This is an optimization exercise on Yosys and OpenROAD, whose aim is small area, a short achievable clock period and few clock cycles per item, not a production implementation. The RTL was checked by simulation tests, not by an equivalence proof against the original design. Power is estimated from default activity; no workload was simulated.

`flow/run.sh`:
```
#!/bin/bash
# The standard layout with three changes:
# - small buffers (buf_2) on the ports instead of the delay buffers
#   buffer_ports picks by default;
# - no 3-input XOR cells (two XOR2 are smaller and faster here);
# - ABC maps the XOR network once (&nf) without its restructuring rounds and
#   upsizing, leaving the sizing to the placer's timing repair.
# Make output goes to flow_make.log.
set -euo pipefail
cp -r "$FLOW_HOME/scripts" scripts_mod
printf '&get -n\n&st\n&dch\n&nf\n&put\nbuffer -c\ntopo\nstime -c\ndnsize -c\n' > scripts_mod/abc_speed.script
export BUFFER_PORTS_ARGS="-buffer_cell sky130_fd_sc_hd__buf_2"
bash standard.sh SCRIPTS_DIR="$PWD/scripts_mod" DONT_USE_CELLS="sky130_fd_sc_hd__lpflow_bleeder_1 sky130_fd_sc_hd__lpflow_clkbufkapwr_1 sky130_fd_sc_hd__lpflow_clkbufkapwr_16 sky130_fd_sc_hd__lpflow_clkbufkapwr_2 sky130_fd_sc_hd__lpflow_clkbufkapwr_4 sky130_fd_sc_hd__lpflow_clkbufkapwr_8 sky130_fd_sc_hd__lpflow_clkinvkapwr_1 sky130_fd_sc_hd__lpflow_clkinvkapwr_16 sky130_fd_sc_hd__lpflow_clkinvkapwr_2 sky130_fd_sc_hd__lpflow_clkinvkapwr_4 sky130_fd_sc_hd__lpflow_clkinvkapwr_8 sky130_fd_sc_hd__lpflow_decapkapwr_12 sky130_fd_sc_hd__lpflow_decapkapwr_3 sky130_fd_sc_hd__lpflow_decapkapwr_4 sky130_fd_sc_hd__lpflow_decapkapwr_6 sky130_fd_sc_hd__lpflow_decapkapwr_8 sky130_fd_sc_hd__lpflow_inputiso0n_1 sky130_fd_sc_hd__lpflow_inputiso0p_1 sky130_fd_sc_hd__lpflow_inputiso1n_1 sky130_fd_sc_hd__lpflow_inputiso1p_1 sky130_fd_sc_hd__lpflow_inputisolatch_1 sky130_fd_sc_hd__lpflow_isobufsrc_1 sky130_fd_sc_hd__lpflow_isobufsrc_16 sky130_fd_sc_hd__lpflow_isobufsrc_2 sky130_fd_sc_hd__lpflow_isobufsrc_4 sky130_fd_sc_hd__lpflow_isobufsrc_8 sky130_fd_sc_hd__lpflow_isobufsrckapwr_16 sky130_fd_sc_hd__lpflow_lsbuf_lh_hl_isowell_tap_1 sky130_fd_sc_hd__lpflow_lsbuf_lh_hl_isowell_tap_2 sky130_fd_sc_hd__lpflow_lsbuf_lh_hl_isowell_tap_4 sky130_fd_sc_hd__lpflow_lsbuf_lh_isowell_4 sky130_fd_sc_hd__lpflow_lsbuf_lh_isowell_tap_1 sky130_fd_sc_hd__lpflow_lsbuf_lh_isowell_tap_2 sky130_fd_sc_hd__lpflow_lsbuf_lh_isowell_tap_4 sky130_fd_sc_hd__probe_p_8 sky130_fd_sc_hd__probec_p_8  sky130_fd_sc_hd__xor3_1 sky130_fd_sc_hd__xor3_2 sky130_fd_sc_hd__xor3_4 sky130_fd_sc_hd__xnor3_1 sky130_fd_sc_hd__xnor3_2 sky130_fd_sc_hd__xnor3_4" finish > flow_make.log 2>&1
```
`standard.sh`:
```
#!/bin/bash
# synth_recipe.tcl (not shown) runs the flow's synth.tcl, then flattens the netlist and writes it again
# the make line also repeats each setting of config.mk as NAME=value (left out here)
make -C /OpenROAD-flow-scripts/flow DESIGN_CONFIG=/design/flow/config.mk WORK_HOME=/design/flow/orfs CLKGATE_MAP_FILE= SYNTH_SCRIPT=/design/flow/synth_recipe.tcl "${@:-finish}"
```
`design.v`:
```
`timescale 1ns / 1ps
module DES_Core(
    input wire clk,
    input wire reset,
    input wire start_i,
    input wire [63:0] plaintext_i,
    input wire [63:0] key_i,
    output reg [63:0] ciphertext_o,
    output reg done_o
    );
    wire s0, s1, s2, s3, s4, s5, s6, s7, s8, s9, s10, s11, s12, s13, s14, s15, s16, s17, s18, s19, s20, s21, s22, s23, s24, s25, s26, s27, s28, s29, s30, s31, s32, s33, s34, s35, s36, s37, s38, s39, s40, s41, s42, s43, s44, s45, s46, s47, s48, s49, s50, s51, s52, s53, s54, s55, s56, s57, s58, s59, s60, s61, s62, s63, s64, s65, s66, s67, s68, s69, s70, s71, s72, s73, s74, s75, s76, s77, s78, s79, s80, s81, s82, s83, s84, s85, s86, s87, s88, s89, s90, s91, s92, s93, s94, s95, s96, s97, s98, s99, s100, s101, s102, s103, s104, s105, s106, s107, s108, s109, s110, s111, s112, s113, s114, s115, s116, s117, s118, s119, s120, s121, s122, s123, s124, s125, s126, s127, s128, s129, s130, s131, s132, s133, s134, s135, s136, s137, s138, s139, s140, s141, s142, s143, s144, s145, s146, s147, s148, s149, s150, s151, s152, s153, s154, s155, s156, s157, s158, s159, s160, s161, s162, s163, s164, s165, s166, s167, s168, s169, s170, s171, s172, s173, s174, s175, s176, s177, s178, s179, s180, s181, s182, s183, s184, s185, s186, s187, s188, s189, s190, s191, s192, s193, s194, s195, s196, s197, s198, s199, s200, s201, s202, s203, s204, s205, s206, s207, s208, s209, s210, s211, s212, s213, s214, s215, s216, s217, s218, s219, s220, s221, s222, s223, s224, s225, s226, s227, s228, s229, s230, s231, s232, s233, s234, s235, s236, s237, s238, s239, s240, s241, s242, s243, s244, s245, s246, s247, s248, s249, s250, s251, s252, s253, s254, s255, s256, s257, s258, s259, s260, s261, s262, s263, s264, s265, s266, s267, s268, s269, s270, s271, s272, s273, s274, s275, s276, s277, s278, s279, s280, s281, s282, s283, s284, s285, s286, s287, s288, s289, s290, s291, s292, s293, s294, s295, s296, s297, s298, s299, s300, s301, s302, s303, s304, s305, s306, s307, s308, s309, s310, s311, s312, s313, s314, s315, s316, s317, s318, s319, s320, s321, s322, s323, s324, s325, s326, s327, s328, s329, s330, s331, s332, s333, s334, s335, s336, s337, s338, s339, s340, s341, s342, s343, s344, s345, s346, s347, s348, s349, s350, s351, s352, s353, s354, s355, s356, s357, s358, s359, s360, s361, s362, s363, s364, s365, s366, s367, s368, s369, s370, s371, s372, s373, s374, s375, s376, s377, s378, s379, s380, s381, s382, s383, s384, s385, s386, s387, s388, s389, s390, s391, s392, s393, s394, s395, s396, s397, s398, s399, s400, s401, s402, s403, s404, s405, s406, s407, s408, s409, s410, s411, s412, s413, s414, s415, s416, s417, s418, s419, s420, s421, s422, s423, s424, s425, s426, s427, s428, s429, s430, s431, s432, s433, s434, s435, s436, s437, s438, s439, s440, s441, s442, s443, s444, s445, s446, s447, s448, s449, s450, s451, s452, s453, s454, s455, s456, s457, s458, s459, s460, s461, s462, s463, s464, s465, s466, s467, s468, s469, s470, s471, s472, s473, s474, s475, s476, s477, s478, s479, s480, s481, s482, s483, s484, s485, s486, s487, s488, s489, s490, s491, s492, s493, s494, s495, s496, s497, s498, s499, s500, s501, s502, s503, s504, s505, s506, s507, s508, s509, s510, s511, s512, s513, s514, s515, s516, s517, s518, s519, s520, s521, s522, s523, s524, s525, s526, s527, s528, s529, s530, s531, s532, s533, s534, s535, s536, s537, s538, s539, s540, s541, s542, s543, s544, s545, s546, s547;
    assign s0 = key_i[2] ^ key_i[60];
    assign s1 = key_i[1] ^ key_i[59];
    assign s2 = key_i[10] ^ key_i[28];
    assign s3 = key_i[3] ^ key_i[5];
    assign s4 = key_i[4] ^ key_i[6];
    assign s5 = key_i[7] ^ key_i[9];
    assign s6 = key_i[8] ^ key_i[24];
    assign s7 = key_i[11] ^ key_i[13];
    assign s8 = key_i[12] ^ key_i[14];
    assign s9 = key_i[0] ^ key_i[58];
    assign s10 = key_i[15] ^ key_i[17];
    assign s11 = key_i[18] ^ key_i[56];
    assign s12 = key_i[19] ^ key_i[61];
    assign s13 = key_i[16] ^ key_i[20];
    assign s14 = key_i[25] ^ key_i[55];
    assign s15 = key_i[27] ^ key_i[57];
    assign s16 = key_i[23] ^ key_i[63];
    assign s17 = key_i[26] ^ key_i[62];
    assign s18 = key_i[21] ^ s12;
    assign s19 = key_i[22] ^ s2;
    assign s20 = key_i[29] ^ s5;
    assign s21 = key_i[53] ^ s7;
    assign s22 = key_i[54] ^ s8;
    assign s23 = s6 ^ s9;
    assign s24 = key_i[20] ^ s17;
    assign s25 = key_i[30] ^ s0;
    assign s26 = key_i[63] ^ s10;
    assign s27 = s1 ^ s3;
    assign s28 = s15 ^ s16;
    assign s29 = plaintext_i[63] ^ key_i[31];
    assign s30 = key_i[6] ^ s13;
    assign s31 = key_i[16] ^ s4;
    assign s32 = key_i[17] ^ s14;
    assign s33 = s0 ^ s11;
    assign s34 = plaintext_i[6] ^ key_i[5];
    assign s35 = plaintext_i[10] ^ key_i[9];
    assign s36 = plaintext_i[14] ^ key_i[13];
    assign s37 = plaintext_i[15] ^ key_i[14];
    assign s38 = plaintext_i[30] ^ key_i[21];
    assign s39 = key_i[0] ^ key_i[8];
    assign s40 = key_i[2] ^ key_i[4];
    assign s41 = key_i[12] ^ key_i[54];
    assign s42 = key_i[52] ^ key_i[58];
    assign s43 = plaintext_i[8] ^ s1;
    assign s44 = key_i[7] ^ s3;
    assign s45 = plaintext_i[39] ^ s18;
    assign s46 = key_i[11] ^ s20;
    assign s47 = key_i[24] ^ s22;
    assign s48 = key_i[51] ^ s21;
    assign s49 = plaintext_i[0] ^ key_i[3];
    assign s50 = plaintext_i[3] ^ key_i[62];
    assign s51 = plaintext_i[4] ^ key_i[57];
    assign s52 = plaintext_i[12] ^ key_i[15];
    assign s53 = plaintext_i[16] ^ key_i[19];
    assign s54 = plaintext_i[22] ^ key_i[11];
    assign s55 = plaintext_i[35] ^ key_i[61];
    assign s56 = key_i[18] ^ key_i[60];
    assign s57 = key_i[50] ^ key_i[52];
    assign s58 = plaintext_i[1] ^ s40;
    assign s59 = plaintext_i[5] ^ s4;
    assign s60 = plaintext_i[21] ^ s2;
    assign s61 = plaintext_i[33] ^ s14;
    assign s62 = plaintext_i[51] ^ s5;
    assign s63 = plaintext_i[59] ^ s10;
    assign s64 = key_i[0] ^ s11;
    assign s65 = key_i[56] ^ s57;
    assign s66 = s1 ^ s34;
    assign s67 = plaintext_i[2] ^ s27;
    assign s68 = plaintext_i[7] ^ s30;
    assign s69 = plaintext_i[9] ^ s23;
    assign s70 = plaintext_i[18] ^ s32;
    assign s71 = plaintext_i[31] ^ s25;
    assign s72 = plaintext_i[60] ^ s19;
    assign s73 = s12 ^ s21;
    assign s74 = s22 ^ s42;
    assign s75 = plaintext_i[0] ^ plaintext_i[26];
    assign s76 = plaintext_i[1] ^ plaintext_i[13];
    assign s77 = plaintext_i[2] ^ plaintext_i[28];
    assign s78 = plaintext_i[3] ^ plaintext_i[38];
    assign s79 = plaintext_i[4] ^ plaintext_i[28];
    assign s80 = plaintext_i[5] ^ plaintext_i[31];
    assign s81 = plaintext_i[7] ^ plaintext_i[19];
    assign s82 = plaintext_i[8] ^ plaintext_i[24];
    assign s83 = plaintext_i[10] ^ key_i[3];
    assign s84 = plaintext_i[11] ^ plaintext_i[17];
    assign s85 = plaintext_i[12] ^ plaintext_i[18];
    assign s86 = plaintext_i[13] ^ plaintext_i[29];
    assign s87 = plaintext_i[16] ^ key_i[25];
    assign s88 = plaintext_i[17] ^ plaintext_i[25];
    assign s89 = plaintext_i[17] ^ plaintext_i[52];
    assign s90 = plaintext_i[19] ^ plaintext_i[25];
    assign s91 = plaintext_i[19] ^ key_i[4];
    assign s92 = plaintext_i[20] ^ plaintext_i[55];
    assign s93 = plaintext_i[22] ^ plaintext_i[57];
    assign s94 = plaintext_i[23] ^ plaintext_i[29];
    assign s95 = plaintext_i[23] ^ key_i[12];
    assign s96 = plaintext_i[24] ^ key_i[59];
    assign s97 = plaintext_i[26] ^ key_i[15];
    assign s98 = plaintext_i[26] ^ key_i[23];
    assign s99 = plaintext_i[27] ^ plaintext_i[62];
    assign s100 = plaintext_i[30] ^ key_i[63];
    assign s101 = plaintext_i[33] ^ key_i[9];
    assign s102 = plaintext_i[34] ^ key_i[26];
    assign s103 = plaintext_i[34] ^ key_i[62];
    assign s104 = plaintext_i[37] ^ key_i[5];
    assign s105 = plaintext_i[38] ^ key_i[14];
    assign s106 = plaintext_i[42] ^ key_i[22];
    assign s107 = plaintext_i[43] ^ key_i[1];
    assign s108 = plaintext_i[43] ^ key_i[57];
    assign s109 = plaintext_i[45] ^ key_i[13];
    assign s110 = plaintext_i[47] ^ key_i[19];
    assign s111 = plaintext_i[47] ^ key_i[25];
    assign s112 = plaintext_i[49] ^ key_i[59];
    assign s113 = plaintext_i[53] ^ key_i[1];
    assign s114 = plaintext_i[54] ^ key_i[16];
    assign s115 = plaintext_i[61] ^ key_i[21];
    assign s116 = key_i[8] ^ key_i[52];
    assign s117 = key_i[10] ^ key_i[60];
    assign s118 = plaintext_i[9] ^ s6;
    assign s119 = plaintext_i[11] ^ s2;
    assign s120 = plaintext_i[20] ^ s36;
    assign s121 = plaintext_i[32] ^ s0;
    assign s122 = plaintext_i[36] ^ s6;
    assign s123 = plaintext_i[40] ^ s13;
    assign s124 = plaintext_i[42] ^ s4;
    assign s125 = plaintext_i[46] ^ s17;
    assign s126 = plaintext_i[48] ^ s8;
    assign s127 = plaintext_i[50] ^ s39;
    assign s128 = plaintext_i[51] ^ s7;
    assign s129 = plaintext_i[56] ^ s8;
    assign s130 = key_i[16] ^ s80;
    assign s131 = key_i[23] ^ s29;
    assign s132 = key_i[26] ^ s41;
    assign s133 = key_i[29] ^ s16;
    assign s134 = key_i[29] ^ s54;
    assign s135 = key_i[30] ^ s41;
    assign s136 = key_i[53] ^ s53;
    assign s137 = key_i[61] ^ s83;
    assign s138 = key_i[62] ^ s56;
    assign s139 = s11 ^ s37;
    assign s140 = s14 ^ s49;
    assign s141 = s35 ^ s87;
    assign s142 = plaintext_i[27] ^ s31;
    assign s143 = plaintext_i[29] ^ s24;
    assign s144 = plaintext_i[40] ^ s59;
    assign s145 = plaintext_i[41] ^ s28;
    assign s146 = plaintext_i[41] ^ s32;
    assign s147 = plaintext_i[52] ^ s23;
    assign s148 = plaintext_i[54] ^ s25;
    assign s149 = plaintext_i[55] ^ s26;
    assign s150 = plaintext_i[56] ^ s33;
    assign s151 = plaintext_i[57] ^ s27;
    assign s152 = plaintext_i[58] ^ s31;
    assign s153 = key_i[22] ^ s24;
    assign s154 = key_i[27] ^ s20;
    assign s155 = s7 ^ s44;
    assign s156 = s28 ^ s43;
    assign s157 = s30 ^ s105;
    assign s158 = s37 ^ s60;
    assign s159 = s64 ^ s117;
    assign s160 = s65 ^ s132;
    assign s161 = plaintext_i[44] ^ s69;
    assign s162 = s33 ^ s153;
    assign s163 = s44 ^ s48;
    assign s164 = s46 ^ s63;
    assign s165 = s46 ^ s115;
    assign s166 = s47 ^ s159;
    assign s167 = plaintext_i[40] ^ plaintext_i[60];
    assign s168 = s2 ^ s91;
    assign s169 = s114 ^ s167;
    assign s170 = s23 ^ s121;
    assign s171 = s168 ^ s169;
    assign s172 = s160 ^ s170;
    assign s173 = s171 ^ s172;
    assign s174 = plaintext_i[61] ^ s15;
    assign s175 = s92 ^ s101;
    assign s176 = s27 ^ s174;
    assign s177 = s175 ^ s48;
    assign s178 = s146 ^ s176;
    assign s179 = s177 ^ s178;
    assign s180 = plaintext_i[62] ^ s102;
    assign s181 = s60 ^ s124;
    assign s182 = s180 ^ s74;
    assign s183 = s150 ^ s181;
    assign s184 = s182 ^ s183;
    assign s185 = key_i[15] ^ s29;
    assign s186 = s55 ^ s93;
    assign s187 = s108 ^ s133;
    assign s188 = s185 ^ s186;
    assign s189 = s187 ^ s188;
    assign s190 = s163 ^ s189;
    assign s191 = plaintext_i[23] ^ plaintext_i[32];
    assign s192 = plaintext_i[44] ^ s191;
    assign s193 = s122 ^ s192;
    assign s194 = s74 ^ s152;
    assign s195 = s193 ^ s194;
    assign s196 = key_i[53] ^ s5;
    assign s197 = s96 ^ s104;
    assign s198 = s109 ^ s61;
    assign s199 = s63 ^ s196;
    assign s200 = s197 ^ s198;
    assign s201 = s199 ^ s200;
    assign s202 = plaintext_i[25] ^ plaintext_i[34];
    assign s203 = key_i[30] ^ s11;
    assign s204 = s116 ^ s202;
    assign s205 = s125 ^ s203;
    assign s206 = s204 ^ s72;
    assign s207 = s157 ^ s205;
    assign s208 = s206 ^ s207;
    assign s209 = plaintext_i[35] ^ plaintext_i[39];
    assign s210 = key_i[53] ^ s10;
    assign s211 = s15 ^ s98;
    assign s212 = s110 ^ s209;
    assign s213 = s210 ^ s211;
    assign s214 = s212 ^ s213;
    assign s215 = s165 ^ s214;
    assign s216 = plaintext_i[48] ^ key_i[18];
    assign s217 = key_i[58] ^ s99;
    assign s218 = s216 ^ s19;
    assign s219 = s122 ^ s123;
    assign s220 = s135 ^ s217;
    assign s221 = s218 ^ s219;
    assign s222 = s220 ^ s221;
    assign s223 = plaintext_i[28] ^ plaintext_i[37];
    assign s224 = key_i[9] ^ s112;
    assign s225 = s223 ^ s131;
    assign s226 = s224 ^ s73;
    assign s227 = s146 ^ s225;
    assign s228 = s226 ^ s227;
    assign s229 = plaintext_i[32] ^ plaintext_i[38];
    assign s230 = plaintext_i[42] ^ plaintext_i[50];
    assign s231 = s229 ^ s230;
    assign s232 = s231 ^ s143;
    assign s233 = s166 ^ s232;
    assign s234 = key_i[15] ^ s15;
    assign s235 = s100 ^ s107;
    assign s236 = s61 ^ s128;
    assign s237 = s234 ^ s235;
    assign s238 = s45 ^ s236;
    assign s239 = s237 ^ s238;
    assign s240 = plaintext_i[31] ^ plaintext_i[44];
    assign s241 = plaintext_i[52] ^ key_i[0];
    assign s242 = s0 ^ s103;
    assign s243 = s240 ^ s241;
    assign s244 = s123 ^ s242;
    assign s245 = s243 ^ s47;
    assign s246 = s244 ^ s245;
    assign s247 = plaintext_i[41] ^ key_i[21];
    assign s248 = s55 ^ s109;
    assign s249 = s113 ^ s247;
    assign s250 = s26 ^ s140;
    assign s251 = s248 ^ s249;
    assign s252 = s250 ^ s251;
    assign s253 = plaintext_i[36] ^ key_i[14];
    assign s254 = s106 ^ s114;
    assign s255 = s253 ^ s58;
    assign s256 = s64 ^ s125;
    assign s257 = s254 ^ s255;
    assign s258 = s256 ^ s257;
    assign s259 = plaintext_i[37] ^ key_i[55];
    assign s260 = s108 ^ s110;
    assign s261 = s259 ^ s260;
    assign s262 = s67 ^ s149;
    assign s263 = s261 ^ s262;
    assign s264 = plaintext_i[44] ^ plaintext_i[48];
    assign s265 = s4 ^ s9;
    assign s266 = s13 ^ s78;
    assign s267 = s264 ^ s265;
    assign s268 = s266 ^ s150;
    assign s269 = s267 ^ s268;
    assign s270 = plaintext_i[45] ^ plaintext_i[49];
    assign s271 = key_i[7] ^ key_i[17];
    assign s272 = s51 ^ s270;
    assign s273 = s271 ^ s272;
    assign s274 = s45 ^ s151;
    assign s275 = s273 ^ s274;
    assign s276 = plaintext_i[46] ^ plaintext_i[50];
    assign s277 = plaintext_i[58] ^ s6;
    assign s278 = s276 ^ s277;
    assign s279 = s144 ^ s278;
    assign s280 = s162 ^ s279;
    assign s281 = plaintext_i[6] ^ plaintext_i[59];
    assign s282 = s3 ^ s111;
    assign s283 = s281 ^ s18;
    assign s284 = s62 ^ s282;
    assign s285 = s145 ^ s283;
    assign s286 = s284 ^ s285;
    assign s287 = plaintext_i[7] ^ plaintext_i[48];
    assign s288 = s287 ^ s24;
    assign s289 = s124 ^ s72;
    assign s290 = s147 ^ s288;
    assign s291 = s289 ^ s290;
    assign s292 = plaintext_i[43] ^ plaintext_i[49];
    assign s293 = plaintext_i[53] ^ key_i[5];
    assign s294 = s292 ^ s293;
    assign s295 = s294 ^ s156;
    assign s296 = s165 ^ s295;
    assign s297 = plaintext_i[50] ^ plaintext_i[62];
    assign s298 = key_i[6] ^ key_i[12];
    assign s299 = s297 ^ s298;
    assign s300 = s19 ^ s299;
    assign s301 = s148 ^ s300;
    assign s302 = s161 ^ s301;
    assign s303 = plaintext_i[45] ^ plaintext_i[55];
    assign s304 = key_i[25] ^ s1;
    assign s305 = s303 ^ s20;
    assign s306 = s128 ^ s131;
    assign s307 = s137 ^ s304;
    assign s308 = s305 ^ s306;
    assign s309 = s307 ^ s308;
    assign s310 = plaintext_i[32] ^ plaintext_i[46];
    assign s311 = s40 ^ s310;
    assign s312 = s119 ^ s129;
    assign s313 = s311 ^ s147;
    assign s314 = s312 ^ s313;
    assign s315 = plaintext_i[53] ^ key_i[29];
    assign s316 = s7 ^ s52;
    assign s317 = s101 ^ s111;
    assign s318 = s315 ^ s316;
    assign s319 = s317 ^ s151;
    assign s320 = s318 ^ s319;
    assign s321 = plaintext_i[13] ^ key_i[10];
    assign s322 = s102 ^ s321;
    assign s323 = s126 ^ s322;
    assign s324 = s148 ^ s152;
    assign s325 = s323 ^ s324;
    assign s326 = plaintext_i[14] ^ plaintext_i[59];
    assign s327 = s55 ^ s112;
    assign s328 = s326 ^ s327;
    assign s329 = s149 ^ s155;
    assign s330 = s328 ^ s329;
    assign s331 = plaintext_i[15] ^ plaintext_i[36];
    assign s332 = plaintext_i[60] ^ s331;
    assign s333 = s31 ^ s127;
    assign s334 = s129 ^ s138;
    assign s335 = s332 ^ s333;
    assign s336 = s334 ^ s335;
    assign s337 = plaintext_i[16] ^ plaintext_i[57];
    assign s338 = plaintext_i[61] ^ key_i[1];
    assign s339 = key_i[13] ^ s12;
    assign s340 = s104 ^ s337;
    assign s341 = s338 ^ s26;
    assign s342 = s62 ^ s339;
    assign s343 = s340 ^ s341;
    assign s344 = s342 ^ s343;
    assign s345 = plaintext_i[58] ^ plaintext_i[62];
    assign s346 = key_i[18] ^ s2;
    assign s347 = s39 ^ s89;
    assign s348 = s345 ^ s25;
    assign s349 = s346 ^ s347;
    assign s350 = s157 ^ s348;
    assign s351 = s349 ^ s350;
    assign s352 = plaintext_i[18] ^ key_i[3];
    assign s353 = s29 ^ s113;
    assign s354 = s352 ^ s353;
    assign s355 = s45 ^ s354;
    assign s356 = s164 ^ s355;
    assign s357 = plaintext_i[28] ^ key_i[15];
    assign s358 = key_i[49] ^ key_i[51];
    assign s359 = s54 ^ s357;
    assign s360 = s358 ^ s62;
    assign s361 = s136 ^ s140;
    assign s362 = s359 ^ s156;
    assign s363 = s360 ^ s361;
    assign s364 = s362 ^ s363;
    assign s365 = key_i[10] ^ s13;
    assign s366 = s89 ^ s94;
    assign s367 = s58 ^ s365;
    assign s368 = s366 ^ s69;
    assign s369 = s160 ^ s367;
    assign s370 = s368 ^ s369;
    assign s371 = plaintext_i[24] ^ plaintext_i[53];
    assign s372 = s15 ^ s35;
    assign s373 = s38 ^ s371;
    assign s374 = s372 ^ s373;
    assign s375 = s48 ^ s67;
    assign s376 = s70 ^ s374;
    assign s377 = s375 ^ s376;
    assign s378 = plaintext_i[54] ^ s4;
    assign s379 = s8 ^ s50;
    assign s380 = s90 ^ s65;
    assign s381 = s119 ^ s378;
    assign s382 = s379 ^ s71;
    assign s383 = s380 ^ s381;
    assign s384 = s382 ^ s383;
    assign s385 = s51 ^ s52;
    assign s386 = s75 ^ s92;
    assign s387 = s385 ^ s386;
    assign s388 = s387 ^ s163;
    assign s389 = plaintext_i[5] ^ plaintext_i[21];
    assign s390 = plaintext_i[56] ^ key_i[8];
    assign s391 = s76 ^ s389;
    assign s392 = s390 ^ s391;
    assign s393 = s74 ^ s142;
    assign s394 = s392 ^ s393;
    assign s395 = key_i[51] ^ key_i[55];
    assign s396 = s10 ^ s34;
    assign s397 = s36 ^ s77;
    assign s398 = s93 ^ s395;
    assign s399 = s18 ^ s396;
    assign s400 = s397 ^ s398;
    assign s401 = s154 ^ s399;
    assign s402 = s400 ^ s401;
    assign s403 = plaintext_i[3] ^ plaintext_i[58];
    assign s404 = s94 ^ s116;
    assign s405 = s403 ^ s19;
    assign s406 = s139 ^ s404;
    assign s407 = s68 ^ s405;
    assign s408 = s406 ^ s407;
    assign s409 = key_i[23] ^ s38;
    assign s410 = s51 ^ s82;
    assign s411 = s136 ^ s409;
    assign s412 = s410 ^ s411;
    assign s413 = s164 ^ s412;
    assign s414 = s42 ^ s56;
    assign s415 = s88 ^ s118;
    assign s416 = s130 ^ s135;
    assign s417 = s414 ^ s72;
    assign s418 = s415 ^ s416;
    assign s419 = s417 ^ s418;
    assign s420 = plaintext_i[6] ^ plaintext_i[61];
    assign s421 = key_i[59] ^ s35;
    assign s422 = s75 ^ s420;
    assign s423 = s133 ^ s421;
    assign s424 = s422 ^ s70;
    assign s425 = s73 ^ s423;
    assign s426 = s424 ^ s425;
    assign s427 = plaintext_i[1] ^ plaintext_i[11];
    assign s428 = key_i[30] ^ s81;
    assign s429 = s99 ^ s427;
    assign s430 = s24 ^ s428;
    assign s431 = s429 ^ s430;
    assign s432 = s166 ^ s431;
    assign s433 = plaintext_i[20] ^ s16;
    assign s434 = s29 ^ s52;
    assign s435 = s77 ^ s43;
    assign s436 = s433 ^ s434;
    assign s437 = s73 ^ s435;
    assign s438 = s436 ^ s437;
    assign s439 = plaintext_i[9] ^ plaintext_i[21];
    assign s440 = s13 ^ s50;
    assign s441 = s86 ^ s439;
    assign s442 = s121 ^ s440;
    assign s443 = s441 ^ s47;
    assign s444 = s442 ^ s443;
    assign s445 = plaintext_i[4] ^ plaintext_i[22];
    assign s446 = s36 ^ s38;
    assign s447 = s445 ^ s26;
    assign s448 = s61 ^ s137;
    assign s449 = s446 ^ s447;
    assign s450 = s448 ^ s449;
    assign s451 = plaintext_i[11] ^ plaintext_i[23];
    assign s452 = key_i[4] ^ key_i[54];
    assign s453 = s9 ^ s103;
    assign s454 = s451 ^ s452;
    assign s455 = s130 ^ s139;
    assign s456 = s453 ^ s454;
    assign s457 = s455 ^ s456;
    assign s458 = plaintext_i[0] ^ plaintext_i[12];
    assign s459 = plaintext_i[24] ^ plaintext_i[35];
    assign s460 = key_i[55] ^ key_i[57];
    assign s461 = s53 ^ s458;
    assign s462 = s459 ^ s460;
    assign s463 = s26 ^ s66;
    assign s464 = s461 ^ s462;
    assign s465 = s463 ^ s464;
    assign s466 = plaintext_i[36] ^ s9;
    assign s467 = s76 ^ s88;
    assign s468 = s33 ^ s466;
    assign s469 = s467 ^ s68;
    assign s470 = s468 ^ s469;
    assign s471 = plaintext_i[2] ^ plaintext_i[14];
    assign s472 = plaintext_i[37] ^ key_i[3];
    assign s473 = key_i[7] ^ s98;
    assign s474 = s471 ^ s472;
    assign s475 = s18 ^ s43;
    assign s476 = s473 ^ s474;
    assign s477 = s70 ^ s475;
    assign s478 = s476 ^ s477;
    assign s479 = plaintext_i[15] ^ plaintext_i[27];
    assign s480 = s78 ^ s91;
    assign s481 = s479 ^ s118;
    assign s482 = s480 ^ s481;
    assign s483 = s162 ^ s482;
    assign s484 = plaintext_i[20] ^ s3;
    assign s485 = s79 ^ s28;
    assign s486 = s141 ^ s484;
    assign s487 = s45 ^ s485;
    assign s488 = s486 ^ s487;
    assign s489 = plaintext_i[21] ^ key_i[56];
    assign s490 = s9 ^ s84;
    assign s491 = s489 ^ s19;
    assign s492 = s490 ^ s143;
    assign s493 = s144 ^ s491;
    assign s494 = s492 ^ s493;
    assign s495 = key_i[7] ^ s38;
    assign s496 = s85 ^ s66;
    assign s497 = s134 ^ s495;
    assign s498 = s145 ^ s496;
    assign s499 = s497 ^ s498;
    assign s500 = plaintext_i[13] ^ key_i[6];
    assign s501 = key_i[28] ^ s81;
    assign s502 = s95 ^ s106;
    assign s503 = s500 ^ s23;
    assign s504 = s501 ^ s502;
    assign s505 = s71 ^ s503;
    assign s506 = s504 ^ s505;
    assign s507 = s5 ^ s49;
    assign s508 = s82 ^ s107;
    assign s509 = s28 ^ s120;
    assign s510 = s507 ^ s508;
    assign s511 = s509 ^ s510;
    assign s512 = plaintext_i[25] ^ s58;
    assign s513 = s158 ^ s512;
    assign s514 = s161 ^ s513;
    assign s515 = plaintext_i[45] ^ s97;
    assign s516 = s134 ^ s141;
    assign s517 = s515 ^ s67;
    assign s518 = s516 ^ s517;
    assign s519 = plaintext_i[46] ^ key_i[10];
    assign s520 = key_i[58] ^ s0;
    assign s521 = s50 ^ s84;
    assign s522 = s95 ^ s519;
    assign s523 = s520 ^ s521;
    assign s524 = s522 ^ s142;
    assign s525 = s523 ^ s524;
    assign s526 = plaintext_i[47] ^ key_i[17];
    assign s527 = key_i[61] ^ key_i[63];
    assign s528 = s79 ^ s85;
    assign s529 = s96 ^ s526;
    assign s530 = s527 ^ s528;
    assign s531 = s529 ^ s155;
    assign s532 = s530 ^ s531;
    assign s533 = s39 ^ s86;
    assign s534 = s90 ^ s59;
    assign s535 = s126 ^ s138;
    assign s536 = s533 ^ s534;
    assign s537 = s535 ^ s536;
    assign s538 = plaintext_i[49] ^ key_i[19];
    assign s539 = s97 ^ s100;
    assign s540 = s538 ^ s66;
    assign s541 = s120 ^ s539;
    assign s542 = s154 ^ s540;
    assign s543 = s541 ^ s542;
    assign s544 = plaintext_i[27] ^ s127;
    assign s545 = s68 ^ s71;
    assign s546 = s158 ^ s544;
    assign s547 = s545 ^ s546;
    wire [63:0] result;
    assign result[0] = s173;
    assign result[1] = s179;
    assign result[2] = s184;
    assign result[3] = s190;
    assign result[4] = s195;
    assign result[5] = s201;
    assign result[6] = s208;
    assign result[7] = s215;
    assign result[8] = s222;
    assign result[9] = s228;
    assign result[10] = s233;
    assign result[11] = s239;
    assign result[12] = s246;
    assign result[13] = s252;
    assign result[14] = s258;
    assign result[15] = s263;
    assign result[16] = s269;
    assign result[17] = s275;
    assign result[18] = s280;
    assign result[19] = s286;
    assign result[20] = s291;
    assign result[21] = s296;
    assign result[22] = s302;
    assign result[23] = s309;
    assign result[24] = s314;
    assign result[25] = s320;
    assign result[26] = s325;
    assign result[27] = s330;
    assign result[28] = s336;
    assign result[29] = s344;
    assign result[30] = s351;
    assign result[31] = s356;
    assign result[32] = s364;
    assign result[33] = s370;
    assign result[34] = s377;
    assign result[35] = s384;
    assign result[36] = s388;
    assign result[37] = s394;
    assign result[38] = s402;
    assign result[39] = s408;
    assign result[40] = s413;
    assign result[41] = s419;
    assign result[42] = s426;
    assign result[43] = s432;
    assign result[44] = s438;
    assign result[45] = s444;
    assign result[46] = s450;
    assign result[47] = s457;
    assign result[48] = s465;
    assign result[49] = s470;
    assign result[50] = s478;
    assign result[51] = s483;
    assign result[52] = s488;
    assign result[53] = s494;
    assign result[54] = s499;
    assign result[55] = s506;
    assign result[56] = s511;
    assign result[57] = s514;
    assign result[58] = s518;
    assign result[59] = s525;
    assign result[60] = s532;
    assign result[61] = s537;
    assign result[62] = s543;
    assign result[63] = s547;
    reg busy;
    always @(posedge clk or posedge reset) begin
        if (reset) begin
            busy <= 1'b0;
            done_o <= 1'b0;
        end else begin
            busy <= start_i;
            done_o <= busy;
        end
    end
    always @(posedge clk) begin
        if (start_i)
            ciphertext_o <= result;
    end
endmodule
```
`constraint.sdc`:
```
create_clock -name core_clock -period 5.0 [get_ports {clk}]
set_input_delay 1.0000 -clock core_clock [delete_from_list [all_inputs] [get_ports {clk}]]
set_output_delay 1.0000 -clock core_clock [all_outputs]
set_load 0.01 [all_outputs]
```
`config.mk`:
```
export PLATFORM = sky130hd
export DESIGN_NAME = DES_Core
export DESIGN_NICKNAME = DES_Core
export VERILOG_FILES = /design/flow/design.v
export SDC_FILE = /design/flow/constraint.sdc
export NUM_CORES = 4
export LEC_CHECK = 0
export CAP_MARGIN = 20
export CORE_MARGIN = 2
export CORE_UTILIZATION = 40
export CTS_BUF_LIST = sky130_fd_sc_hd__clkbuf_4 sky130_fd_sc_hd__clkbuf_8
export SETUP_SLACK_MARGIN = 2.65
export SLEW_MARGIN = 20
```
==> impl_metrics.csv, run 1 <==
group,metric,value,unit
run_status,outcome,"finished clean",
logic_synthesis,synth_warnings,1,
setup_path,cp-start-kind,"primary input",
job,maxCapViolCount,0,
logic_synthesis,yosysSeqAreaShare,0.289,
timing,fmax,432,MHz
logic_synthesis,syn_area,0.00682,sq mm
detailed_routing,vias_per_cell,4.63,
global_routing,grt_use_total,0.224,
setup_path,cpMaxStageDelayCell,"xnor2_1",
cts,cts_tree,"yes",
logic_synthesis,synthTopCellsByArea,"xnor2_1 57%, edfxtp_1 28%, xor2_1 14%",
finish,area_growth,28.8,%
finish,finalNonFillerCells,1037,
place,placed_area,0.00835,sq mm
place,portBuffers,178,
global_routing,grt_max_degree,35,
finish,final_core_util,0.528,
cts,clk_pin_slew_worst_paths,80,ps
place,numPlacedInstances,1015,
timing,finalHoldViolCount,0,
timing,report.final.slew_viol_count,0,
power,power_density,416,mW/mm^2
place,dp_slack,2110,ps
detailed_routing,wl,20200,um
cts,clock-sinks,66,
floorplanning,dieArea,0.0181,sq mm
detailed_routing,drtPass1Iterations,4,
setup_path,slowest_delay,430,ps
logic_synthesis,synth_cell_type_count,7,
setup_path,critPathMaxFanout,4,
detailed_routing,drcViolationCount,0,
timing,timing.final.ws_setup,2690,ps
timing,rsz0062_at_grt,"no",
logic_synthesis,syn_inst,626,
timing,period_needed,2310,ps
logic_synthesis,synth-seq-cells,66,
place,place_congestion,0.932,
cts,clock_path_buffers,2,
global_routing,antenna_found_initial,0,
detailed_routing,wl_per_cell,19.5,um
min_path,hold_path_class,"reg2reg",
timing,fin_crit_sh,0.463,
finish,final_area,0.00878,sq mm
cts,root_buffer,"clkbuf_8",
detailed_routing,drtIter0Drc,204,
setup_path,criticalPathCategory,"in2reg",
logic_synthesis,yosys.area.top_type_share,0.567,
floorplanning,fp.dieH,135,um
setup_path,path_buf_inv,1,
global_routing,grt_pass1_wl,29600,um
setup_path,crit_family,"XOR/XNOR gates",
floorplanning,ios,196,
cts,htree_levels,3,
timing,slew_headroom,0.479,
setup_path,worstPathCellList,"buf_2, xnor2_1, xnor2_1, xnor2_1, xnor2_1, xnor2_1",
timing,tns,0,ps
power,vdd_ir_drop_max,0.178,mV
cts,numCtsBuffers,9,
floorplanning,initial_core_util,0.410,
setup_path,end_kind,"flip-flop",
timing,finClkSkew,0.0642,ps
setup_path,required,5100,ps
setup_path,cp.arrival,2420,ps
floorplanning,die_x,135,um
floorplanning,fp-row-count,47,
floorplanning,core-area,0.0166,sq mm
place,hpwl,17500,um
logic_synthesis,synth_area_leader_cell,"xnor2_1",
setup_path,crit_path_frequent_cell,"xnor2_1",
finish,n_antenna_cell,0,
finish,nets,943,
global_routing,grt_overflow_total,0,
detailed_routing,dr_total_vias,4806,
timing,worst_slew_pin_slew,782,ps
logic_synthesis,postSynthNetCount,757,
power,leakagePower,3.15,nW
timing,final-setup-viol-count,0,
global_routing,grt_pass1_vias,5113,
logic_synthesis,avgSynthCellArea,10.9,sq um
detailed_routing,drtAntennaViolNets,0,
cts,clk_latency,340,ps
finish,layout-drive-gt1-share,0.308,
-- path summary, 6_finish.rpt --
kind	from	depth (start not counted)	to	slack [ps]
worst min register to register	busy$_DFF_PP0_	0	done_o$_DFF_PP0_	360
worst max-delay path	key_i[8]	6	ciphertext_o[28]$_DFFE_PP_	2690
min in group asynchronous	reset	2	done_o$_DFF_PP0_	490
max in group asynchronous	reset	2	busy$_DFF_PP0_	4400
worst max register to register	busy$_DFF_PP0_	0	done_o$_DFF_PP0_	4530
worst min-delay path	busy$_DFF_PP0_	0	done_o$_DFF_PP0_	360
-- report_power, final --
group          leakage (nW)  switching, W  total (W)  internal, W
Combinational          2.41       0.00113    0.00219      0.00106
Sequential            0.650     0.0000613    0.00106      0.00100
Clock                0.0918      0.000206   0.000398     0.000193
Total                  3.15       0.00139    0.00365      0.00226
-- layout by cell type (no fill, tap or decap) --
| cell type | count |
|---|---|
| buf_4 | 6 |
| xor2_2 | 4 |
| xnor2_1 | 397 |
| clkinv_2 | 3 |
| xor2_1 | 100 |
| xnor2_4 | 16 |
| dfrtp_1 | 2 |
| clkbuf_4 | 3 |
| xnor2_2 | 29 |
| buf_12 | 1 |
| clkinv_1 | 1 |
| edfxtp_1 | 64 |
| inv_1 | 1 |
| xor2_4 | 3 |
| buf_2 | 178 |
| clkbuf_8 | 9 |
-- metal layers --
| metal | GRT usage | vias to the layer above | wire, um |
|---|---|---|---|
| li1 | - | 2328 | - |
| met3 | 0.0409 | 42 | 1010 |
| met1 | 0.252 | 2259 | 7850 |
| met4 | 0.0988 | 0 | 824 |
| met5 | 0 | - | 0 |
| met2 | 0.412 | 177 | 10500 |
-- stage by stage --
| stage | hold slack (ps) | total power [W] |
|---|---|---|
| 2_1_floorplan | 331 | 0.00261 |
| 4_1_cts | 363 | 0.00367 |
| 6_report | 359 | 0.00365 |
| 3_5_place_dp | 347 | 0.00324 |
| 3_3_place_gp | 334 | 0.00323 |
| 5_1_grt | 379 | 0.00387 |
-- sequential cells by signal, indices dropped and copies added, names as in the netlist --
name          cells
done_o            1
busy              1
ciphertext_o     64
-- what timing repair did --
item | in CTS | in global routing
pin swaps | 0 | 3
setup endpoints to repair | 20 | 27
hold buffers | 0 | 0
endpoints found under the hold margin | 0 | 0
buffers inserted | 0 | 6
gates resized for setup | 12 | 12
-- layout make-up --
cell class / instances / area (sq um)
Sequential cell: 66 / 1970
Clock inverter: 4 / 18.8
Multi-Input combinational cell: 549 / 5410
Timing Repair Buffer: 185 / 956
Tap cell: 220 / 275
Inverter: 1 / 3.75
Clock buffer: 12 / 146
Fill cell: 1516 / 7860
-- cells by family after synthesis --
logic type / after synthesis / share of synthesized area
XOR/XNOR: 549 / 0.705
flip-flops: 66 / 0.289
buffers and inverters: 11 / 0.00623
-- synthesized netlist by cell type, drive strengths merged --
library cell,n
buf,1
clkbuf,9
dfrtp,2
edfxtp,64
inv,1
xnor2,442
xor2,107
Testbench counts, summed over its fixed seeds: cycles 4,808, blocks 2,400.
==> run 2: changes to the inputs <==
--- a/config.mk
+++ b/config.mk
@@ -10,4 +10,4 @@
 export CORE_UTILIZATION = 40
 export CTS_BUF_LIST = sky130_fd_sc_hd__clkbuf_4 sky130_fd_sc_hd__clkbuf_8
-export SETUP_SLACK_MARGIN = 2.65
+export SETUP_SLACK_MARGIN = 2.5
 export SLEW_MARGIN = 20
==> impl_metrics.csv, run 2 <==
group,metric,value,unit
detailed_routing,wl_per_cell,19.7,um
power,clock_power_share,0.121,
power,power_switching_share,0.380,
logic_synthesis,synth_most_common_cell,"xnor2_1",
detailed_routing,wl,20300,um
logic_synthesis,postSynthNetCount,757,
detailed_routing,drtIter0Drc,209,
power,power.switching,0.00138,W
finish,layout-drive-gt1-share,0.274,
place,hpwl,17300,um
logic_synthesis,syn_area,0.00682,sq mm
setup_path,path_buf_inv,1,
global_routing,antenna_found_initial,0,
detailed_routing,dr_total_vias,4782,
power,p_comb_frac,0.586,
finish,nets,937,
logic_synthesis,synth_area_leader_cell,"xnor2_1",
detailed_routing,vias_per_cell,4.64,
cts,numCtsBuffers,9,
timing,final-setup-viol-count,0,
power,p_seq_frac,0.293,
setup_path,crit_start,"key_i[58]",
finish,n_antenna_cell,0,
finish,mostFrequentLayoutCell,"xnor2_1",
place,portBuffers,178,
floorplanning,ios,196,
cts,cts_setup_buffers,0,
global_routing,grt-busiest-layer,"met2",
global_routing,grt_pass1_wl,30100,um
logic_synthesis,yosysSeqAreaShare,0.289,
finish,fillers,1596,
global_routing,grt_use_total,0.227,
finish,area_growth,23.1,%
timing,finalHoldViolCount,0,
job,maxCapViolCount,0,
timing,tns,0,ps
logic_synthesis,synth_ff_type,"edfxtp_1",
setup_path,end_kind,"flip-flop",
setup_path,worstPathCellList,"buf_2, xor2_2, xnor2_2, xnor2_1, xnor2_1, xnor2_1",
logic_synthesis,syn_inst,626,
detailed_routing,drtPass1Iterations,4,
finish,top_regs,"ciphertext_o x64, busy x1, done_o x1",
setup_path,crit_end,"ciphertext_o[57]$_DFFE_PP_",
power,power_density,432,mW/mm^2
finish,top_register,"ciphertext_o",
global_routing,use_met1,0.265,
floorplanning,dieArea,0.0181,sq mm
run_status,outcome,"finished clean",
timing,rsz0062_at_grt,"yes",
setup_path,reg2reg_to,"done_o$_DFF_PP0_",
logic_synthesis,synth_commonest_cells,"442 x xnor2_1, 107 x xor2_1, 64 x edfxtp_1",
cts,clock_path_buffers,2,
global_routing,use_met2,0.408,
global_routing,grt_overflow_total,0,
finish,largest_reg_flops,64,
power,leakagePower,2.98,nW
power,p_total,0.00363,W
setup_path,critPathMaxFanout,5,
timing,slew_headroom,0.413,
logic_synthesis,async_flop_share,0.0303,
global_routing,grt_pass1_vias,5156,
setup_path,r2r-start,"busy$_DFF_PP0_",
power,internal_power,0.00225,W
logic_synthesis,synthTopCellsByArea,"xnor2_1 57%, edfxtp_1 28%, xor2_1 14%",
setup_path,cp-start-kind,"primary input",
timing,fmax,406,MHz
floorplanning,die_x,135,um
setup_path,rrSetupSlack,4530,ps
setup_path,cpMaxStageDelayCell,"xor2_2",
floorplanning,initial_core_util,0.410,
cts,clock-sinks,66,
timing,worst_slew_pin_slew,881,ps
cts,cts_tree,"yes",
floorplanning,core-area,0.0166,sq mm
logic_synthesis,synth-seq-cells,66,
setup_path,slowest_delay,440,ps
timing,finClkSkew,0.0327,ps
global_routing,grt.met3_usage,0.0368,
logic_synthesis,yosys.area.top_type_share,0.567,
timing,period_needed,2460,ps
cts,clk_latency,350,ps
cts,htree_levels,3,
global_routing,grt_max_degree,37,
floorplanning,fp.dieH,135,um
setup_path,required,5100,ps
floorplanning,fp-row-count,47,
power,vdd_ir_drop_max,0.217,mV
logic_synthesis,avgSynthCellArea,10.9,sq um
detailed_routing,drcViolationCount,0,
logic_synthesis,synth_warnings,1,
setup_path,cp.depth,6,
setup_path,r2r_cells,0,
timing,report.final.slew_viol_count,0,
setup_path,criticalPathCategory,"in2reg",
setup_path,crit_path_frequent_cell,"xnor2_1",
setup_path,crit_family,"XOR/XNOR gates",
finish,layout_common_cells,"416 x xnor2_1, 178 x buf_2, 102 x xor2_1, 64 x edfxtp_1, 23 x xnor2_2",
cts,clk_pin_slew_worst_paths,70,ps
place,place_congestion,0.961,
setup_path,cp.arrival,2560,ps
min_path,hold_path_class,"reg2reg",
min_path,hp-start,"busy$_DFF_PP0_",
cts,root_buffer,"clkbuf_8",
timing,fin_crit_sh,0.493,
logic_synthesis,synth_cell_type_count,7,
detailed_routing,drtAntennaViolNets,0,
logic_synthesis,synth_edf_count,64,
run 2: cell counts after synthesis:
No cell type changed its count.
run 2: kinds of logic (layout without fill, tap and decap cells):
logic type             count (synthesis)  count (layout)  share of synthesized area
buffers and inverters                 11             195                    0.00623
XOR/XNOR                             549             549                      0.705
flip-flops                            66              66                      0.289
run 2: worst min path at each step:
stage                            end  slack (ps)  cells past startpoint
floorplan           done_o$_DFF_PP0_         330                      0
global placement    done_o$_DFF_PP0_         340                      0
detailed placement  done_o$_DFF_PP0_         340                      0
finish              done_o$_DFF_PP0_         350                      0
CTS                 done_o$_DFF_PP0_         360                      0
global route        done_o$_DFF_PP0_         370                      0
run 2: through the flow:
| stage | std cells | hold slack [ps] | util | instance area, sq um | setup WS, ps |
|---|---|---|---|---|---|
| after floorplan | 626 | 331 | - | 6960 | 2500 |
| after global placement | 1015 | 337 | 0.486 | 8090 | 1860 |
| after detailed placement | 1015 | 341 | 0.486 | 8090 | 1870 |
| after CTS | 1030 | 357 | 0.500 | 8320 | 2500 |
| after global routing | 1030 | 369 | 0.505 | 8400 | 2450 |
| final | 1030 | 353 | 0.505 | 8400 | 2540 |
run 2: power groups by stage:
stage | clock [W] | combinational [W] | sequential, W
after detailed placement | 0 | 0.00212 | 0.00108
after CTS | 0.000456 | 0.00213 | 0.00107
after global placement | 0 | 0.00211 | 0.00108
after global routing | 0.000475 | 0.00229 | 0.00109
after floorplan | 0 | 0.00134 | 0.00122
final | 0.000439 | 0.00213 | 0.00106
run 2: repair_timing:
item	4_1_cts	5_1_grt
endpoints found under the setup margin	29	23
hold buffers	0	0
gates resized for setup	7	10
pin swaps	0	0
run 2: area by class of cell:
class / instances / area, sq um / share of cell area
clock buffers: 10 / 131 / 0.0156
repair buffers: 179 / 898 / 0.107
inverters: 1 / 3.75 / 0.000447
flip-flops and latches: 66 / 1970 / 0.235
clock inverters: 5 / 46.3 / 0.00551
multi-input cells: 549 / 5070 / 0.604
well taps: 220 / 275 / 0.0328
run 2: layer usage:
layer | vias up | share of wire | wire, um
met5 | - | 0 | 0
met4 | 0 | 0.042 | 844
met3 | 41 | 0.055 | 1110
met2 | 181 | 0.51 | 10300
met1 | 2253 | 0.40 | 8040
li1 | 2307 | - | -
==> run 3: changes to the inputs <==
--- a/config.mk
+++ b/config.mk
@@ -10,4 +10,3 @@
 export CORE_UTILIZATION = 40
 export CTS_BUF_LIST = sky130_fd_sc_hd__clkbuf_4 sky130_fd_sc_hd__clkbuf_8
-export SETUP_SLACK_MARGIN = 2.5
 export SLEW_MARGIN = 20
==> impl_metrics.csv, run 3 <==
group,metric,value,unit
floorplanning,ios,196,
min_path,whs_path_depth,0,
logic_synthesis,synth_top_family_by_area,"XOR/XNOR gates",
cts,cts_hold_buffers,0,
timing,slew_headroom,0.405,
logic_synthesis,yosysSeqAreaShare,0.289,
detailed_routing,vias_per_cell,4.55,
finish,multi_input_area,0.00481,sq mm
min_path,hold-path-endpoint,"done_o$_DFF_PP0_",
cts,numCtsBuffers,9,
min_path,hp-start,"busy$_DFF_PP0_",
logic_synthesis,synth-compound-area-share,0,
detailed_routing,dr_total_vias,4699,
cts,root_buffer,"clkbuf_8",
place,hpwl,17100,um
cts,clock-sinks,66,
logic_synthesis,yosys.area_share.simple,0,
timing,finalHoldViolCount,0,
place,portBuffers,178,
cts,cts_tree,"yes",
timing,period_needed,2860,ps
finish,top_regs,"ciphertext_o x64, busy x1, done_o x1",
setup_path,rrSetupSlack,4530,ps
timing,tns,0,ps
finish,largest_reg_flops,64,
logic_synthesis,synth_xor_area_frac,0.705,
timing,finClkSkew,0.00391,ps
global_routing,grt_use_total,0.223,
finish,n_antenna_cell,0,
logic_synthesis,synth_cell_type_count,7,
cts,clock_path_buffers,2,
finish,layout-drive-gt1-share,0.242,
setup_path,r2r_cells,0,
detailed_routing,drtIter0Drc,217,
detailed_routing,drtAntennaViolNets,0,
finish,ff_latch_area,0.00197,sq mm
logic_synthesis,synth_ff_type,"edfxtp_1",
logic_synthesis,synthTopCellsByArea,"xnor2_1 57%, edfxtp_1 28%, xor2_1 14%",
detailed_routing,wl_per_cell,19.1,um
global_routing,grt_pass1_vias,5105,
cts,cts_setup_buffers,0,
global_routing,use_met1,0.259,
global_routing,use_met2,0.400,
logic_synthesis,synth_edf_count,64,
global_routing,grt_overflow_total,0,
floorplanning,fp-row-count,47,
logic_synthesis,syn_area,0.00682,sq mm
finish,layout_common_cells,"442 x xnor2_1, 178 x buf_2, 107 x xor2_1, 64 x edfxtp_1, 9 x clkbuf_8",
setup_path,criticalPathCategory,"in2reg",
global_routing,grt-busiest-layer,"met2",
place,place_congestion,0.895,
timing,fin_crit_sh,0.573,
setup_path,critPathMaxFanout,5,
setup_path,cp.arrival,2970,ps
detailed_routing,drtPass1Iterations,4,
run_status,outcome,"finished clean",
logic_synthesis,synth-seq-cells,66,
timing,report.final.slew_viol_count,0,
logic_synthesis,synth_commonest_cells,"442 x xnor2_1, 107 x xor2_1, 64 x edfxtp_1",
global_routing,antenna_found_initial,0,
global_routing,grt.met3_usage,0.0387,
logic_synthesis,async_flop_share,0.0303,
logic_synthesis,avgSynthCellArea,10.9,sq um
global_routing,grt_max_degree,34,
floorplanning,core-area,0.0166,sq mm
floorplanning,fp.dieH,135,um
cts,htree_levels,3,
timing,fmax,349,MHz
min_path,hold_path_class,"reg2reg",
logic_synthesis,synth_area_leader_cell,"xnor2_1",
timing,worst_slew_pin_slew,889,ps
power,power_density,440,mW/mm^2
finish,fillers,1618,
floorplanning,dieArea,0.0181,sq mm
power,vdd_ir_drop_max,0.201,mV
cts,clk_pin_slew_worst_paths,70,ps
logic_synthesis,synth_most_common_cell,"xnor2_1",
power,leakagePower,2.84,nW
finish,top_register,"ciphertext_o",
logic_synthesis,synth_mux_area_frac,0,
setup_path,required,5110,ps
job,maxCapViolCount,0,
setup_path,r2r-start,"busy$_DFF_PP0_",
setup_path,end_kind,"flip-flop",
finish,final_area,0.00817,sq mm
timing,final-setup-viol-count,0,
finish,mostFrequentLayoutCell,"xnor2_1",
logic_synthesis,yosys.area.top_type_share,0.567,
setup_path,reg2reg_to,"done_o$_DFF_PP0_",
finish,nets,939,
place,placed_area,0.00797,sq mm
cts,post_cts_resize_count,0,
logic_synthesis,synth_warnings,1,
logic_synthesis,synth_fa_ha_area_frac,0,
timing,rsz0062_at_grt,"no",
detailed_routing,wl,19800,um
logic_synthesis,postSynthNetCount,757,
setup_path,cp-start-kind,"primary input",
detailed_routing,drcViolationCount,0,
logic_synthesis,syn_inst,626,
cts,clk_latency,360,ps
floorplanning,die_x,135,um
finish,area_growth,19.7,%
global_routing,grt_pass1_wl,29400,um
floorplanning,initial_core_util,0.410,
[run 3: worst max-delay path: stages]
cell     delay, ps
buf_2          160
xnor2_1        670
xnor2_1        190
buf_4          200
xor2_1         430
xnor2_1        160
xnor2_1        150
[run 3: metrics by stage]
| stage | utilization | std cells | setup WS (ps) | power, W | hold WS [ps] |
|---|---|---|---|---|---|
| floorplan | - | 626 | 2220 | 0.00255 | 331 |
| global placement | 0.479 | 1017 | 1750 | 0.00317 | 336 |
| global route | 0.491 | 1033 | 2070 | 0.00383 | 370 |
| detailed placement | 0.479 | 1017 | 1740 | 0.00318 | 341 |
| finish | 0.491 | 1033 | 2140 | 0.00359 | 354 |
| CTS | 0.491 | 1033 | 2150 | 0.00365 | 357 |
[run 3: worst max-delay path by stage]
stage              start                    endpoint  slack [ps]  cells past startpoint
2_1_floorplan  key_i[10]  ciphertext_o[41]$_DFFE_PP_        2220                      6
3_3_place_gp   key_i[10]  ciphertext_o[41]$_DFFE_PP_        1750                      7
3_5_place_dp   key_i[10]  ciphertext_o[20]$_DFFE_PP_        1740                      7
4_1_cts        key_i[10]  ciphertext_o[41]$_DFFE_PP_        2150                      7
5_1_grt        key_i[10]  ciphertext_o[20]$_DFFE_PP_        2070                      7
6_report       key_i[10]  ciphertext_o[41]$_DFFE_PP_        2140                      7
[run 3: report_power, final]
group,internal [W],switching [W],total (W)
Clock,0.000229,0.000222,0.000451
Combinational,0.00100,0.00107,0.00207
Sequential,0.00100,0.0000637,0.00107
Total,0.00223,0.00136,0.00359
[run 3: final cells by class]
type                            instances  share of cell area
Inverter                                1            0.000460
Timing Repair Buffer                  181               0.112
Clock inverter                          7             0.00858
Sequential cell                        66               0.241
Tap cell                              220              0.0337
Clock buffer                            9              0.0152
Multi-Input combinational cell        549               0.589
[run 3: per-layer routing]
| layer | vias to the layer above | wire [um] |
|---|---|---|
| li1 | 2306 | - |
| met1 | 2172 | 7920 |
| met2 | 182 | 9960 |
| met3 | 39 | 1150 |
| met4 | 0 | 748 |
| met5 | - | 0 |
[run 3: cells by family after synthesis]
kind of cell / count (synthesis)
DFF: 66
xor gates and xnor gates: 549
buffers and inverters: 11
==> run 4: changes to the inputs <==
==> flow/run.sh (replaced) <==
#!/bin/bash
# The standard layout, with small buffers on the ports instead of the
# delay buffers buffer_ports picks by default. Make output goes to flow_make.log.
set -euo pipefail
export BUFFER_PORTS_ARGS="-buffer_cell sky130_fd_sc_hd__buf_2"
export POST_GLOBAL_PLACE_TCL="$PWD/flow/outbuf.tcl"
bash standard.sh RECOVER_POWER=50 DONT_USE_CELLS="sky130_fd_sc_hd__lpflow_bleeder_1 sky130_fd_sc_hd__lpflow_clkbufkapwr_1 sky130_fd_sc_hd__lpflow_clkbufkapwr_16 sky130_fd_sc_hd__lpflow_clkbufkapwr_2 sky130_fd_sc_hd__lpflow_clkbufkapwr_4 sky130_fd_sc_hd__lpflow_clkbufkapwr_8 sky130_fd_sc_hd__lpflow_clkinvkapwr_1 sky130_fd_sc_hd__lpflow_clkinvkapwr_16 sky130_fd_sc_hd__lpflow_clkinvkapwr_2 sky130_fd_sc_hd__lpflow_clkinvkapwr_4 sky130_fd_sc_hd__lpflow_clkinvkapwr_8 sky130_fd_sc_hd__lpflow_decapkapwr_12 sky130_fd_sc_hd__lpflow_decapkapwr_3 sky130_fd_sc_hd__lpflow_decapkapwr_4 sky130_fd_sc_hd__lpflow_decapkapwr_6 sky130_fd_sc_hd__lpflow_decapkapwr_8 sky130_fd_sc_hd__lpflow_inputiso0n_1 sky130_fd_sc_hd__lpflow_inputiso0p_1 sky130_fd_sc_hd__lpflow_inputiso1n_1 sky130_fd_sc_hd__lpflow_inputiso1p_1 sky130_fd_sc_hd__lpflow_inputisolatch_1 sky130_fd_sc_hd__lpflow_isobufsrc_1 sky130_fd_sc_hd__lpflow_isobufsrc_16 sky130_fd_sc_hd__lpflow_isobufsrc_2 sky130_fd_sc_hd__lpflow_isobufsrc_4 sky130_fd_sc_hd__lpflow_isobufsrc_8 sky130_fd_sc_hd__lpflow_isobufsrckapwr_16 sky130_fd_sc_hd__lpflow_lsbuf_lh_hl_isowell_tap_1 sky130_fd_sc_hd__lpflow_lsbuf_lh_hl_isowell_tap_2 sky130_fd_sc_hd__lpflow_lsbuf_lh_hl_isowell_tap_4 sky130_fd_sc_hd__lpflow_lsbuf_lh_isowell_4 sky130_fd_sc_hd__lpflow_lsbuf_lh_isowell_tap_1 sky130_fd_sc_hd__lpflow_lsbuf_lh_isowell_tap_2 sky130_fd_sc_hd__lpflow_lsbuf_lh_isowell_tap_4 sky130_fd_sc_hd__probe_p_8 sky130_fd_sc_hd__probec_p_8  sky130_fd_sc_hd__xor3_1 sky130_fd_sc_hd__xor3_2 sky130_fd_sc_hd__xor3_4 sky130_fd_sc_hd__xnor3_1 sky130_fd_sc_hd__xnor3_2 sky130_fd_sc_hd__xnor3_4" finish > flow_make.log 2>&1
==> flow/outbuf.tcl (new file) <==
# Output ports drive only the 0.01 pF pin load: a buf_1 is enough there.
set n 0
foreach bterm [[ord::get_db_block] getBTerms] {
  if {[$bterm getIoType] != "OUTPUT"} { continue }
  set net [$bterm getNet]
  if {$net == "NULL"} { continue }
  foreach iterm [$net getITerms] {
    if {[$iterm isOutputSignal]} {
      set inst [$iterm getInst]
      if {[[$inst getMaster] getName] == "sky130_fd_sc_hd__buf_2"} {
        replace_cell [$inst getName] sky130_fd_sc_hd__buf_1
        incr n
      }
    }
  }
}
puts "outbuf.tcl: $n output buffers set to buf_1"
--- a/config.mk
+++ b/config.mk
@@ -10,3 +10,5 @@
 export CORE_UTILIZATION = 40
 export CTS_BUF_LIST = sky130_fd_sc_hd__clkbuf_4 sky130_fd_sc_hd__clkbuf_8
+export PLACE_DENSITY = 0.7
+export SETUP_SLACK_MARGIN = 2.65
 export SLEW_MARGIN = 20
==> impl_metrics.csv, run 4 <==
group,metric,value,unit
run_status,outcome,"finished with violations",
run_status,so_faults,"max-capacitance violations, max-slew violations",
logic_synthesis,synth_warnings,1,
timing,tns,0,ps
timing,finalHoldViolCount,0,
timing,period_needed,2730,ps
setup_path,criticalPathCategory,"in2reg",
logic_synthesis,syn_area,0.00730,sq mm
logic_synthesis,synth_commonest_cells,"459 x xnor2_1, 64 x edfxtp_1, 57 x xor2_1",
setup_path,cp.arrival,2720,ps
detailed_routing,drtIter0Drc,219,
setup_path,slowest_delay,1080,ps
power,leakagePower,2.75,nW
setup_path,required,4990,ps
timing,finClkSkew,0.0184,ps
finish,top_register,"ciphertext_o",
global_routing,grt_pass1_wl,28200,um
logic_synthesis,synth_edf_count,64,
global_routing,grt_max_degree,40,
floorplanning,dieArea,0.0194,sq mm
finish,layout_common_cells,"456 x xnor2_1, 110 x buf_2, 65 x buf_1, 64 x edfxtp_1, 55 x xor2_1",
detailed_routing,drcViolationCount,0,
finish,nets,941,
cts,clock-sinks,66,
setup_path,worstPathCellList,"clkbuf_1, buf_4",
detailed_routing,wl,18900,um
cts,clk_latency,350,ps
job,maxCapViolCount,1,
finish,largest_reg_flops,64,
cts,clk_pin_slew_worst_paths,70,ps
global_routing,antenna_found_initial,0,
place,portBuffers,178,
logic_synthesis,synth_most_common_cell,"xnor2_1",
detailed_routing,dr_total_vias,4722,
logic_synthesis,synthTopCellsByArea,"xnor2_1 55%, edfxtp_1 26%, xor2_1 6.8%",
finish,mostFrequentLayoutCell,"xnor2_1",
setup_path,cpMaxStageDelayCell,"clkbuf_1",
logic_synthesis,yosys.area.top_type_share,0.550,
floorplanning,initial_core_util,0.407,
global_routing,grt_pass1_vias,4845,
finish,area_growth,16.0,%
setup_path,path_buf_inv,2,
floorplanning,fp.dieH,139,um
timing,rsz0062_at_grt,"no",
detailed_routing,wl_per_cell,18.1,um
cts,root_buffer,"clkbuf_8",
logic_synthesis,async_flop_share,0.0303,
setup_path,cp-start-kind,"primary input",
detailed_routing,vias_per_cell,4.52,
timing,fin_crit_sh,0.545,
setup_path,reg2reg_to,"done_o$_DFF_PP0_",
setup_path,r2r_cells,0,
logic_synthesis,postSynthNetCount,791,
finish,layout-drive-gt1-share,0.205,
floorplanning,fp-row-count,49,
power,power_density,418,mW/mm^2
timing,report.final.slew_viol_count,28,
floorplanning,core-area,0.0180,sq mm
logic_synthesis,yosysSeqAreaShare,0.270,
setup_path,end_kind,"flip-flop",
cts,cts_tree,"yes",
setup_path,r2r-start,"busy$_DFF_PP0_",
cts,numCtsBuffers,9,
finish,n_antenna_cell,0,
cts,clock_path_buffers,2,
global_routing,grt_use_total,0.196,
timing,fmax,367,MHz
cts,htree_levels,3,
floorplanning,die_x,139,um
place,hpwl,16300,um
min_path,hp-start,"busy$_DFF_PP0_",
place,dp_slack,2300,ps
timing,slew_headroom,-0.0193,
min_path,hold-path-endpoint,"done_o$_DFF_PP0_",
setup_path,crit_family,"buffers and inverters",
floorplanning,ios,196,
timing,timing.final.ws_setup,2270,ps
setup_path,rrSetupSlack,4530,ps
logic_synthesis,syn_inst,660,
setup_path,critPathMaxFanout,39,
place,numPlacedInstances,1025,
logic_synthesis,avgSynthCellArea,11.1,sq um
timing,final-setup-viol-count,0,
min_path,whs_path_depth,0,
logic_synthesis,synth_cell_type_count,10,
logic_synthesis,synth_ff_type,"edfxtp_1",
logic_synthesis,synth-seq-cells,66,
power,vdd_ir_drop_max,0.202,mV
global_routing,grt_overflow_total,0,
finish,final_core_util,0.472,
power,p_total,0.00355,W
min_path,hold_path_class,"reg2reg",
finish,finalNonFillerCells,1044,
logic_synthesis,synth_area_leader_cell,"xnor2_1",
finish,top_regs,"ciphertext_o x64, busy x1, done_o x1",
timing,worst_slew_pin_slew,1530,ps
detailed_routing,drtPass1Iterations,4,
detailed_routing,drtAntennaViolNets,0,
==> run 4: repair_timing <==
item / 4_1_cts / 5_1_grt
setup endpoints to repair: 0 / 5
resized for setup: 0 / 3
setup buffers: 0 / 3
hold buffers: 0 / 0
==> run 4: kinds of logic (layout without fill, tap and decap cells) <==
group | count (synthesis) | after routing | synth area share
xor gates and xnor gates | 550 | 550 | 0.704
DFF | 66 | 66 | 0.270
buffers and inverters | 44 | 199 | 0.0264
==> run 4: stage by stage <==
stage	hold WS, ps	area [sq um]
2_1_floorplan	331	7360
3_3_place_gp	334	8350
3_5_place_dp	341	8270
4_1_cts	358	8440
5_1_grt	370	8470
6_report	355	8470
==> run 4: layer usage <==
layer  part of all wire  routed length, um  track usage  vias up
met1               0.42               7950        0.242     2229
met2               0.51               9530        0.346      158
met3              0.050                949       0.0349       23
met5                  0                  0            0        -
met4              0.023                426       0.0670        0
li1                   -                  -            -     2312
==> run 4: worst max path at each step <==
stage                   start                         end  slack, ps  cells past startpoint
finish                start_i   ciphertext_o[1]$_DFFE_PP_       2270                      2
global route          start_i   ciphertext_o[1]$_DFFE_PP_       2090                      2
CTS                 key_i[10]   ciphertext_o[8]$_DFFE_PP_       2690                      6
detailed placement  key_i[10]   ciphertext_o[8]$_DFFE_PP_       2300                      6
global placement    key_i[55]  ciphertext_o[46]$_DFFE_PP_       2310                      6
floorplan           key_i[59]   ciphertext_o[1]$_DFFE_PP_       2640                      6
==> run 4: layout make-up <==
class | instances | area [sq um]
flip-flops and latches | 66 | 1970
clock inverters | 6 | 33.8
inverters | 1 | 3.75
clock buffers | 10 | 131
multi-input cells | 550 | 5210
repair buffers | 182 | 836
fillers | 1727 | 9490
well taps | 229 | 287
==> run 4: power by group <==
| part | total (W) | internal, W | switching [W] | leakage (nW) |
|---|---|---|---|---|
| clock network | 0.000389 | 0.000181 | 0.000208 | 0.0845 |
| logic | 0.00207 | 0.000986 | 0.00109 | 2.02 |
| registers | 0.00108 | 0.00100 | 0.0000789 | 0.650 |

[static timing again, ports no longer ideal]
Ports are ideal in the flow. The routed layouts listed here were re-timed in OpenROAD. Step 1 (the two cells are an assumption about what drives the block):
set clk [get_ports {clk}]
set_driving_cell -lib_cell sky130_fd_sc_hd__clkbuf_16 $clk
set_driving_cell -lib_cell sky130_fd_sc_hd__buf_2 [delete_from_list [all_inputs] $clk]
Step 2 moves the port delays by t, midway between the first and last clock arrival at a register: inputs arrive t later, outputs are due t later. That takes back most of the time a late clock gives input paths. a / b / c = ideal / step 1 / step 2; a / b = the first two.
run | t, ns | setup slack, ns | worst setup path at the end | worst register clock-pin slew, ns | cell pins on the clock port's net
run 1 | 0.385 | 2.687 / 2.701 / 2.317 | input to register | 0.08 / 0.08 | 1
run 2 | 0.384 | 2.535 / 2.538 / 2.154 | input to register | 0.08 / 0.08 | 1
run 3 | 0.401 | 2.137 / 2.149 / 1.748 | input to register | 0.09 / 0.09 | 1
run 4 | 0.390 | 2.274 / 2.275 / 1.885 | input to register | 0.08 / 0.08 | 1
